From an optimization exercise on the open Yosys and OpenROAD flow, aimed at small area, a short achievable clock period and few clock cycles per item; shortcuts taken in it are not production practice. At most, simulation tests tie the RTL to the original design; equivalence was not proved.

==> 12-25 <==
Design multiplier_iterative, start of the top module:
module multiplier_iterative(
    input clk,
    input logic valid_in,
    input logic[31:0] a,
    input logic[31:0] b,
    output logic valid_out,
    output logic[63:0] r
);
==> module multiplier_iterative, before the edit <==
module multiplier_iterative(
    input clk,
    input logic valid_in,
    input logic[31:0] a,
    input logic[31:0] b,
    output logic valid_out,
    output logic[63:0] r
);
    logic [31:0] mc;                    
    logic [2:0] n;                      
    wire [3:0] ga = {|a[31:25], |a[31:17], |a[31:9], |a[31:1]};
    wire [3:0] gb = {|b[31:25], |b[31:17], |b[31:9], |b[31:1]};
    wire [3:0] ha = {|a[31:24], |a[31:16], |a[31:8], |a[31:0]};
    wire [3:0] hb = {|b[31:24], |b[31:16], |b[31:8], |b[31:0]};
    wire la = |(ha & ~ga);              
    wire lb = |(hb & ~gb);
    wire swap = |(ga & ~gb);            
    wire [3:0] gm = ga & gb;
    wire [31:0] mp = swap ? b : a;
    wire [31:0] mcs = swap ? a : b;
    wire lm = swap ? lb : la;
    logic [63:0] start;
    always @(*) begin
        if (gm[3])      start = {mp, 32'd0};
        else if (gm[2]) start = {mp[23:0], 40'd0};
        else if (gm[1]) start = {mp[15:0], 48'd0};
        else if (gm[0]) start = {mp[7:0], 56'd0};
        else            start = 64'd0;
        if (lm) start[31:0] = mcs;
    end
    wire [2:0] nm = {1'b0, gm[0]} + {1'b0, gm[1]} + {1'b0, gm[2]} + {1'b0, gm[3]};
    always_ff @(posedge clk) begin
        if (valid_in) begin
            mc <= mcs;
            r <= start;
            n <= nm;
            valid_out <= !gm[0];
        end else if (!valid_out) begin
            r <= (r << 8) + mc * r[63:56];
            n <= n - 1'b1;
            if (n == 3'd1) valid_out <= 1'b1;
        end
    end
endmodule
clock: 6.0 ns
lec_check: 0
cap_margin: 20
core_margin: 2
core_utilization: 75
slew_margin: 20
run.sh (not shown) runs the stock make flow with config.mk's settings and CLKGATE_MAP_FILE= SYNTH_SCRIPT=/design/flow/synth_recipe.tcl, a recipe that flattens the netlist after the stock synthesis.
==> 07-15: changes against 12-25 <==
==> flow/design.v (replaced) <==
module multiplier_iterative(
    input clk,
    input logic valid_in,
    input logic[31:0] a,
    input logic[31:0] b,
    output logic valid_out,
    output logic[63:0] r
);
    logic [31:0] mc;                    
    logic [2:0] n;                      
    function automatic [2:0] ndig(input [31:0] x);
        ndig = (x[31:24] != 0) ? 3'd4 : (x[23:16] != 0) ? 3'd3 :
               (x[15:8] != 0) ? 3'd2 : (x[7:0] != 0) ? 3'd1 : 3'd0;
    endfunction
    function automatic lead1(input [31:0] x);
        lead1 = (x[31:24] != 0) ? (x[31:24] == 1) : (x[23:16] != 0) ? (x[23:16] == 1) :
                (x[15:8] != 0) ? (x[15:8] == 1) : (x[7:0] == 1);
    endfunction
    wire la = lead1(a);
    wire lb = lead1(b);
    wire [2:0] na = ndig(a) - la;       
    wire [2:0] nb = ndig(b) - lb;
    wire swap = nb < na;                
    wire [2:0] nm = swap ? nb : na;
    wire [31:0] mp = swap ? b : a;
    wire [31:0] mcs = swap ? a : b;
    wire lm = swap ? lb : la;
    logic [63:0] start;
    always @(*) begin
        case (nm)
            3'd4: start = {mp, 32'd0};
            3'd3: start = {mp[23:0], 40'd0};
            3'd2: start = {mp[15:0], 48'd0};
            3'd1: start = {mp[7:0], 56'd0};
            default: start = 64'd0;
        endcase
        if (lm) start[31:0] = mcs;
    end
    always_ff @(posedge clk) begin
        if (valid_in) begin
            mc <= mcs;
            r <= start;
            n <= nm;
            valid_out <= (nm == 0);
        end else if (!valid_out) begin
            r <= (r << 8) + mc * r[63:56];
            n <= n - 1'b1;
            if (n == 3'd1) valid_out <= 1'b1;
        end
    end
endmodule
- CORE_UTILIZATION: 75 -> 40
==> summary.txt <==
- 12-25 completed with no timing, DRC or antenna violations. 07-15 passed the timing, design-rule and antenna checks.
- Between 07-15 and 12-25, the lower maximum frequency is in 12-25 (gap about 4%, measured against 12-25).
- In count of clock-buffer cells in the layout, 12-25 and 07-15 do not differ.
- Of 07-15 and 12-25, 12-25 has the higher via count (gap about 7%, measured against 12-25).
- In 07-15 the die area is larger than in 12-25, by 89%.
- Critical path depth: 07-15 is lower than 12-25 (1).
==> figures <==
|  | 12-25 | 07-15 |
|---|---|---|
| Setup clock skew after layout | 0.0165 ns | 0.0147 ns |
| Mean post-synth cell area | 9.30 um2 | 9.22 um2 |
| Maximum fanout encountered on the critical timing path | 33 | 8 |
| Share of the final layout cell area in multi-input gates | 61.7% | 60.6% |
| Share of the synthesized area in the top cell type | 28.7% | 28.0% |
| Status | no timing/DRC/antenna violations | no timing/DRC/antenna violations |
| Post-Synthesis Net Count | 1938 | 1992 |
| Global routing usage on met1 | 59.6% | 34.9% |
| Drt wl/cell | 24.5 um | 20.9 um |
| Worst r2r path cells | 19 | 18 |
No functional check of the RTL was part of any run of this note.

---

==> inputs of run A <==
multiplier_iterative, a different RTL version from the one above (not shown whole).
==> module multiplier_iterative, before the edit <==
module multiplier_iterative(
    input clk,
    input logic valid_in,
    input logic[31:0] a,
    input logic[31:0] b,
    output logic valid_out,
    output logic[63:0] r
);
    logic[31:0] mp, mp_next;
    logic[63:0] mc, mc_next;
    logic[63:0] acc, acc_next;
    logic[5:0] i, i_next;
    always @(*) begin
        mp_next = mp;
        mc_next = mc;
        acc_next = acc;
        i_next = i;
        if (valid_in == 1) begin
            mp_next = a;
            mc_next = b;
            acc_next = 0;
            i_next = 0;
        end
        else if (i != 32) begin
            acc_next = acc + ( mp[0] ? mc : 0 );
            mp_next = mp>>1;
            mc_next = mc<<1;
            if (mp==0)
                i_next=32;       
            else
                i_next = i + 1;
        end
    end
    always_ff @(posedge clk) begin
        mp <= mp_next;
        mc <= mc_next;
        acc <= acc_next;
        i <= i_next;
        if (i_next==32) begin
            r <= acc_next;
            valid_out <= 1;
        end
        else begin
            valid_out <= 0;
        end
    end
endmodule
==> flow/config.mk <==
export PLATFORM = sky130hd
export DESIGN_NAME = multiplier_iterative
export DESIGN_NICKNAME = multiplier_iterative
export VERILOG_FILES = /design/flow/design.v
export SDC_FILE = /design/flow/constraint.sdc
export NUM_CORES = 4
export LEC_CHECK = 0
export CAP_MARGIN = 20
export CORE_MARGIN = 2
export CORE_UTILIZATION = 40
export SLEW_MARGIN = 20
==> flow/constraint.sdc <==
create_clock -name core_clock -period 6.0 [get_ports {clk}]
set_input_delay 1.2000 -clock core_clock [delete_from_list [all_inputs] [get_ports {clk}]]
set_output_delay 1.2000 -clock core_clock [all_outputs]
set_load 0.01 [all_outputs]
==> run G (differences from run A) <==
==> flow/design.v (replaced) <==
module multiplier_iterative(
    input clk,
    input logic valid_in,
    input logic[31:0] a,
    input logic[31:0] b,
    output logic valid_out,
    output logic[63:0] r
);
    logic [31:0] mc;                    
    logic [2:0] n;                      
    function automatic [2:0] ndig(input [31:0] x);
        ndig = (x[31:24] != 0) ? 3'd4 : (x[23:16] != 0) ? 3'd3 :
               (x[15:8] != 0) ? 3'd2 : (x[7:0] != 0) ? 3'd1 : 3'd0;
    endfunction
    wire [2:0] na = ndig(a);
    wire [2:0] nb = ndig(b);
    wire swap = nb < na;                
    wire [2:0] nm = swap ? nb : na;
    wire [31:0] mp = swap ? b : a;
    logic [63:0] start;
    always @(*) begin
        case (nm)
            3'd4: start = {mp, 32'd0};
            3'd3: start = {mp[23:0], 40'd0};
            3'd2: start = {mp[15:0], 48'd0};
            default: start = {mp[7:0], 56'd0};
        endcase
    end
    always_ff @(posedge clk) begin
        if (valid_in) begin
            mc <= swap ? a : b;
            r <= start;
            n <= nm;
            valid_out <= (nm == 0);
        end else if (!valid_out) begin
            r <= (r << 8) + mc * r[63:56];
            n <= n - 1'b1;
            if (n == 3'd1) valid_out <= 1'b1;
        end
    end
endmodule
==> run E (differences from run A) <==
==> flow/design.v (replaced) <==
module multiplier_iterative(
    input clk,
    input logic valid_in,
    input logic[31:0] a,
    input logic[31:0] b,
    output logic valid_out,
    output logic[63:0] r
);
    logic [31:0] mc;                    
    logic [2:0] n;                      
    wire [3:0] ga = {|a[31:25], |a[31:17], |a[31:9], |a[31:1]};
    wire [3:0] gb = {|b[31:25], |b[31:17], |b[31:9], |b[31:1]};
    wire [3:0] ha = {|a[31:24], |a[31:16], |a[31:8], |a[31:0]};
    wire [3:0] hb = {|b[31:24], |b[31:16], |b[31:8], |b[31:0]};
    wire la = |(ha & ~ga);              
    wire lb = |(hb & ~gb);
    wire swap = |(ga & ~gb);            
    wire [3:0] gm = ga & gb;
    wire [31:0] mp = swap ? b : a;
    wire [31:0] mcs = swap ? a : b;
    wire lm = swap ? lb : la;
    logic [63:0] start;
    always @(*) begin
        if (gm[3])      start = {mp, 32'd0};
        else if (gm[2]) start = {mp[23:0], 40'd0};
        else if (gm[1]) start = {mp[15:0], 48'd0};
        else if (gm[0]) start = {mp[7:0], 56'd0};
        else            start = 64'd0;
        if (lm) start[31:0] = mcs;
    end
    wire [2:0] nm = {1'b0, gm[0]} + {1'b0, gm[1]} + {1'b0, gm[2]} + {1'b0, gm[3]};
    always_ff @(posedge clk) begin
        if (valid_in) begin
            mc <= mcs;
            r <= start;
            n <= nm;
            valid_out <= !gm[0];
        end else if (!valid_out) begin
            r <= (r << 8) + mc * r[63:56];
            n <= n - 1'b1;
            if (n == 3'd1) valid_out <= 1'b1;
        end
    end
endmodule
--- a/flow/config.mk
+++ b/flow/config.mk
@@ -9,3 +9,3 @@
 export CORE_MARGIN = 2
-export CORE_UTILIZATION = 40
+export CORE_UTILIZATION = 60
 export SLEW_MARGIN = 20
==> out/results.ini <==
[die]
die_area_mm2 = 0.03178

[layout]
multi_input_area_share = 0.4035
finalNonFillerCells = 1723

[worst_setup_path]
crit_path_cell_trace = buf_4, buf_4, and2_1, ha_1, nand2_1, a21bo_1, a31oi_1, o2111ai_1, o211ai_1, a2111oi_0, o21bai_2, o31a_2, a21oi_1, a221o_1, nand4b_1, o221ai_1

[place]
pre_cts_ws_ns = 1.291

[clocking]
clkSlewWorstSetupHoldPaths_ns = 0.06

[outcome]
outcome = finished clean

[sta]
rsz0062_at_grt = false

(the above is from run A)
==> out/results.ini <==
[outcome]
outcome = finished clean

[synth]
synthTopCellsByCount = inv_1, fa_1, and2_1
post-synth-top-count-cell = inv_1

[worst_setup_path]
critPathLaunch = r[61]
crit_path_cell_trace = buf_4, and2_1, fa_1, fa_1, fa_1, inv_1, fa_1, inv_1, ha_1, o21a_1, o31a_1, o311ai_1, o21ai_1, a21oi_1, o41ai_1, buf_4, o211ai_1, xor2_1, o21ai_1

[detailed_routing]
wl_met3_um = 3945

[place]
pre_cts_ws_ns = 0.2666

[layout]
finalNonFillerCells = 2035
multi_input_area_share = 0.6154

[die]
die_area_mm2 = 0.02589
num_rows = 57

[sta]
rsz0062_at_grt = false

[clocking]
clkSlewWorstSetupHoldPaths_ns = 0.08

(the above is from run E)
==> out/results.ini <==
[outcome]
outcome = finished clean

[worst_setup_path]
crit_path_cell_trace = buf_4, buf_4, and2_1, fa_1, fa_1, fa_1, fa_1, ha_4, nand3_1, nor4_4, o31ai_4, a311oi_4, buf_4, a31oi_2, o21a_1, or3_4, nor2_4, xnor2_1, o21ai_1
cp.depth = 19
path_class = flip-flop to flip-flop

[global_route]
grt-ovfl-total = 0

[clocking]
clkSlewWorstSetupHoldPaths_ns = 0.07
post-cts-setup-buffer-count = 0

[layout]
multi_input_area_share = 0.5998
finalNonFillerCells = 2289

[place]
pre_cts_ws_ns = 0.06860
dp_hpwl_um = 36820

[synth]
synth_top_area_frac = 0.2883

(the above is from run G)
Testbench counts of run A, summed over its fixed seeds: cycles 420,122, items 24,000.
Testbench counts of run G, summed over its fixed seeds: cycles 65,401, items 24,000.
For run E, only the layout was checked, not whether the RTL still works.

-- port drivers added, routing unchanged --
In the flow no input, the clock included, has a driving cell. The finished layouts below were timed again as built, in two steps.
Step 1 sets driving cells, clkbuf_16 on the clock port and buf_2 on the other inputs (assumed; they add their load-dependent delay and slew).
Step 2 adds t to the input delays and takes it off the output delays; t is the mean of the earliest and latest rising clock arrival at the registers after step 1. Input paths then give back, and output paths get back, about the clock's delay inside the block.
Three values: ideal ports, drivers, drivers and shift; two values: the first two.
run | t (ns) | slack for setup (ns) | hold slack, ns | worst setup path at the end | slew at the worst register clock pin (ns)
12-25 | 0.411 | 0.166 / 0.166 / 0.166 | 0.555 / 0.555 / 0.555 | register to register | 0.09 / 0.09
07-15 | 0.418 | 0.385 / 0.385 / 0.026 | 0.645 / 0.645 / 0.645 | input to register | 0.08 / 0.08
run A | 0.575 | 1.230 / 1.230 / 1.230 | 0.465 / 0.465 / 0.465 | register to register | 0.07 / 0.07
run G | 0.416 | 0.130 / 0.130 / 0.130 | 0.610 / 0.610 / 0.610 | register to register | 0.08 / 0.08
run E | 0.406 | 0.245 / 0.245 / 0.245 | 0.595 / 0.595 / 0.595 | register to register | 0.08 / 0.08
After both steps every run listed still meets setup and hold. The setup slack of 07-15, which loses most, moves by 0.000 ns with the drivers and by -0.359 ns with both steps.
